This design comes from an exercise in tuning for small area, a short achievable clock period and few clock cycles on the open sky130 flow, not from production work.
At most, simulation tests tie the RTL to the original design; equivalence was not proved.
Power figures rest on the tool's default switching activity, not on a simulated workload.

Setup of the reference run:
Design neural, start of the top module:
module neural(input  logic clk, reset, run_inference,
              output logic ready,
              output logic [9:0] RAM_address,
              output logic [7:0] RAM_wd,
              output logic RAM_we,
              input  logic [7:0] RAM_rd);
  localparam logic [2:0] K_NONE = 3'd0, K_TWO = 3'd1, K_NS = 3'd2, K_SH = 3'd3,
                         K_IN = 3'd4, K_MAC = 3'd5;
  localparam logic [2:0] S_IDLE = 3'd0, S_INP = 3'd1, S_NODE = 3'd2,
                         S_SWITCH = 3'd3, S_DONE = 3'd4, S_WE = 3'd5;
  logic [2:0]  st;
  logic [1:0]  hc;             
  logic [2:0]  dk, pk, rk, mk;
  logic        vmac;
  logic [3:0]  A;              
  logic [4:0]  B;              
  logic [4:0]  Bn;             
  logic [2:0]  Lr;             
  logic [2:0]  s;              
  logic [9:0]  colbase;        
  logic [9:0]  nxtP;           
  logic        rb;             
  logic [4:0]  nj;             
  logic        ph;             
  logic [3:0]  pos;            
  logic        rowd;           
  logic        shpend;         
  logic        nspend;         
  logic        nsdone;         
  logic [3:0]  wc0, wc1;       
  logic [4:0]  dr;             
  logic        dbias, dfin, dlast, drb, doutl, dendl;
  logic [3:0]  pr, rr;
  logic        pbias, pfin, plast, prb, poutl, pendl;
  logic        rbias, rfin, rlast, rrb, routl, rendl;
  logic        mbias, mlast, mrb, moutl, mendl;
  logic        vlast, vrb, voutl, vendl;
  logic [7:0]  X [0:14];
  logic [6:0]  Y [0:14];
  logic signed [7:0]  wq;
  logic signed [7:0]  xr;          
  logic [3:0]  bone, btwo, bneg;   
  logic signed [18:0] acc;
  logic signed [9:0] bpp [0:3];
  logic [18:0] bnegs;
  always_comb begin
    bnegs = '0;
    for (int i = 0; i < 4; i++) begin
      logic signed [9:0] mag;
      mag = bone[i] ? 10'(wq) : btwo[i] ? (10'(wq) <<< 1) : 10'sd0;
      bpp[i] = bneg[i] ? ~mag : mag;
      bnegs[2*i] = bneg[i];
    end
  end
  logic [3:0]  sh;
  logic signed [7:0] mx;
  logic [3:0]  idx;
  logic [3:0]  wcr;
  logic [14:0] nz, known, amask, me, above, cnd, low, rest;
  logic [3:0]  lowk;
  logic        lowknown;
  always_comb begin
    wcr = rb ? wc1 : wc0;
    known = 15'(~(16'hffff << wcr));       
    amask = 15'(~(16'hffff << A));         
  ...
==> flow/config.mk <==
export PLATFORM = sky130hd
export DESIGN_NAME = neural
export DESIGN_NICKNAME = neural
export VERILOG_FILES = /design/flow/design.v
export SDC_FILE = /design/flow/constraint.sdc
export NUM_CORES = 4
export LEC_CHECK = 0
export CAP_MARGIN = 20
export CORE_MARGIN = 2
export CORE_UTILIZATION = 40
export CTS_BUF_LIST = sky130_fd_sc_hd__clkbuf_16
export CTS_CLUSTER_DIAMETER = 100
export CTS_CLUSTER_SIZE = 30
export SLEW_MARGIN = 20
==> flow/constraint.sdc <==
create_clock -name core_clock -period 20.0 [get_ports {clk}]
set_input_delay 4.0000 -clock core_clock [delete_from_list [all_inputs] [get_ports {clk}]]
set_output_delay 4.0000 -clock core_clock [all_outputs]
set_load 0.01 [all_outputs]
standard.sh (not shown) runs the stock make flow with config.mk's settings and CLKGATE_MAP_FILE= SYNTH_SCRIPT=/design/flow/synth_recipe.tcl, a recipe that flattens the netlist after the stock synthesis.
==> flow/flow/run.sh <==
#!/bin/bash
# The standard layout, with faster port buffers than buffer_ports picks by default.
set -euo pipefail
export BUFFER_PORTS_ARGS="-buffer_cell sky130_fd_sc_hd__buf_4"
bash standard.sh > make_finish.log 2>&1
Relative to the reference run, the following input files were edited for the trial run:
--- a/flow/design.v
+++ b/flow/design.v
@@ -109,17 +109,18 @@
     for (int i = 0; i < 9; i++)  a3[i] = sh[1] ? a2[i+2] : a2[i];
     for (int i = 0; i < 8; i++)  r8[i] = sh[0] ? a3[i+1] : a3[i];
     shm = 16'hffff << sh;                  
     ovf = |((acc[17:7] ^ {11{acc[18]}}) & shm[10:0]);
     y8 = ovf ? (acc[18] ? 8'sh80 : 8'sh7f) : r8;
     y7 = acc[18] ? 7'd0 : (ovf ? 7'h7f : r8[6:0]);
   end
   wire [3:0] vj = vrb ? wc0 : wc1;
-  wire ge = ovf ? (~acc[18] | (mx == -8'sh80)) : ($signed(r8) >= mx);
+  wire signed [7:0] r8s = r8;
+  wire ge = ovf ? (~acc[18] | (mx == -8'sh80)) : (r8s >= mx);
   wire signed [7:0] mx_n = ge ? y8 : mx;
   wire [3:0] idx_n = ge ? vj : idx;
   wire y8min = ovf ? acc[18] : (r8 == 8'h80);    
   wire vdo = vmac && vlast;
   always_comb begin
     n_st = st; n_dk = K_NONE; n_A = A; n_B = B; n_s = s;
     n_nj = nj; n_dr = {1'b0, lowk}; n_colbase = colbase; n_rb = rb; n_ph = ph;
     n_shpend = shpend; n_nspend = nspend; n_nsdone = nsdone; n_pos = pos; n_rowd = rowd;
@@ -138,17 +139,17 @@
         if (!nsdone && nj == 5'd1) begin
           n_dk = K_NS; n_nspend = 1'b1; n_nsdone = 1'b1;
         end else if (nj == 5'd0 || nj[3:0] < A) begin
           n_dk = K_IN; n_dr = nj; n_nj = nj + 5'd1;
           if (nsdone && nj[3:0] + 4'd1 == A) begin n_st = S_NODE; n_nj = 5'd0; end
         end else begin n_st = S_NODE; n_nj = 5'd0; end
       end
       S_NODE: begin
-        if (s == 3'd1 && nj == 5'd0) n_colbase = {7'd0, Lr} + 10'd2;
+        if (s == 3'd1 && nj == 5'd0) n_colbase = {7'd0, Lr} + 10'd1;
         if (shneed && nj == 5'd0) begin
           n_dk = K_SH; n_dr = {1'b0, A} + 5'd1; n_shpend = 1'b0;
         end else if (!ph) begin
           n_dk = K_MAC; n_dr = {1'b0, A}; n_dbias = 1'b1; n_dlast = (cnd == 15'd0);
           n_dendl = (nj + 5'd1 == B);
           if (nj != 5'd0) n_colbase = colbase + 10'd1;
           n_nj = nj + 5'd1;
           n_rowd = 1'b0;
@@ -186,17 +187,17 @@
         n_ready = 1'b1; n_addr = 10'd0; n_st = S_IDLE;
       end
       default: ;
     endcase
     case (dk)
       K_TWO:  n_addr = 10'd2;
       K_NS:   n_addr = {7'd0, s} + 10'd2;
       K_IN:   n_addr = {8'(dr[3:0] - 4'd3), 2'b11};
-      K_MAC, K_SH: n_addr = colbase + 10'(dr * B);
+      K_MAC, K_SH: n_addr = colbase + 10'(dr * B) + 10'd1;
       default: ;
     endcase
     if (rk == K_IN) n_wc0 = n_wc0 + 4'd1;
     if (vdo) begin
       if (vrb) n_wc0 = wc0 + 4'd1; else n_wc1 = wc1 + 4'd1;
     end
     if (vdo && voutl && vendl) begin
       n_we = 1'b1; n_addr = 10'd1023;
@@ -217,17 +218,17 @@
     A <= n_A; B <= n_B; s <= n_s; nj <= n_nj; dr <= n_dr;
     colbase <= n_colbase; rb <= n_rb; ph <= n_ph; shpend <= n_shpend;
     nspend <= n_nspend; nsdone <= n_nsdone; pos <= n_pos; rowd <= n_rowd; wc0 <= n_wc0; wc1 <= n_wc1;
     RAM_wd <= n_wd;
     dbias <= n_dbias; dfin <= n_dfin; dlast <= n_dlast; drb <= n_drb; doutl <= n_doutl;
     dendl <= n_dendl;
     pr <= dr[3:0]; pbias <= dbias; pfin <= dfin; plast <= dlast; prb <= drb;
     poutl <= doutl; pendl <= dendl;
-    if (dk == K_SH) nxtP <= colbase + 10'(dr * B) + 10'd1;
+    if (dk == K_SH) nxtP <= colbase + 10'(dr * B) + 10'd1;    
     rr <= pr; rbias <= pbias; rfin <= pfin; rlast <= plast; rrb <= prb;
     routl <= poutl; rendl <= pendl;
     case (hc)
       2'd1: Lr <= RAM_rd[2:0];
       2'd2: A <= RAM_rd[3:0];
       2'd3: B <= RAM_rd[4:0];
       default: ;
     endcase
--- outcome ---
- The reference run and the trial run ended up with roughly the same minimum clock period after layout.
- The trial run: no failed stages, no open violations at the end
- The trial run vs. the reference run: maximum clock frequency held; final design utilization held.
- The area share of buffers outside the clock network was comparable across the trial run and the reference run.
- Cell area (lower): the trial run
- In the metrics for the trial run and the reference run, the one carrying the higher number of inserted filler cells in the final layout is the reference run.
- Between the reference run and the trial run, global-route met3 utilization decreased.
- The trial run and the reference run ended up with nearly the same final critical-path share of the clock period.
- Comparing the trial run with the reference run, the minimum setup slack in the final design came out essentially unchanged.
- Combinational cell fraction of total power | the trial run below the reference run
Testbench counts of the trial run, summed over its fixed seeds: cycles 32,526.
Function not checked in the reference run: the RTL went through the layout flow alone.

## separate check: timing with driven ports
How much do the figures lean on ideal ports? The routed layouts below were timed once more, with nothing changed but the port constraints. Step 1 (the two cells are an assumption about what drives the block):
set clk [get_ports {clk}]
set_driving_cell -lib_cell sky130_fd_sc_hd__clkbuf_16 $clk
set_driving_cell -lib_cell sky130_fd_sc_hd__buf_2 [delete_from_list [all_inputs] $clk]
Step 2, shift: input delay + t, output delay - t, t = (earliest + latest rising clock arrival at the registers) / 2. This alone moves slack from input paths to output paths. Slacks: no drivers / after step 1 / after step 2; pairs: no drivers / after step 1.
run | shift t [ns] | setup WS [ns] | hold slack, ns | latest minus earliest clock arrival (ns) | cell pins on the clock port's net
the reference run | 0.622 | 14.855 / 14.793 / 14.959 | 0.311 / 0.311 / 0.311 | 0.052 / 0.052 | 1
the trial run | 0.619 | 14.853 / 14.792 / 14.497 | 0.334 / 0.334 / 0.334 | 0.036 / 0.036 | 1
After both steps setup and hold are still met in every run listed. The setup slack of the trial run, which loses most, moves by -0.061 ns with the drivers and by -0.356 ns with both steps.
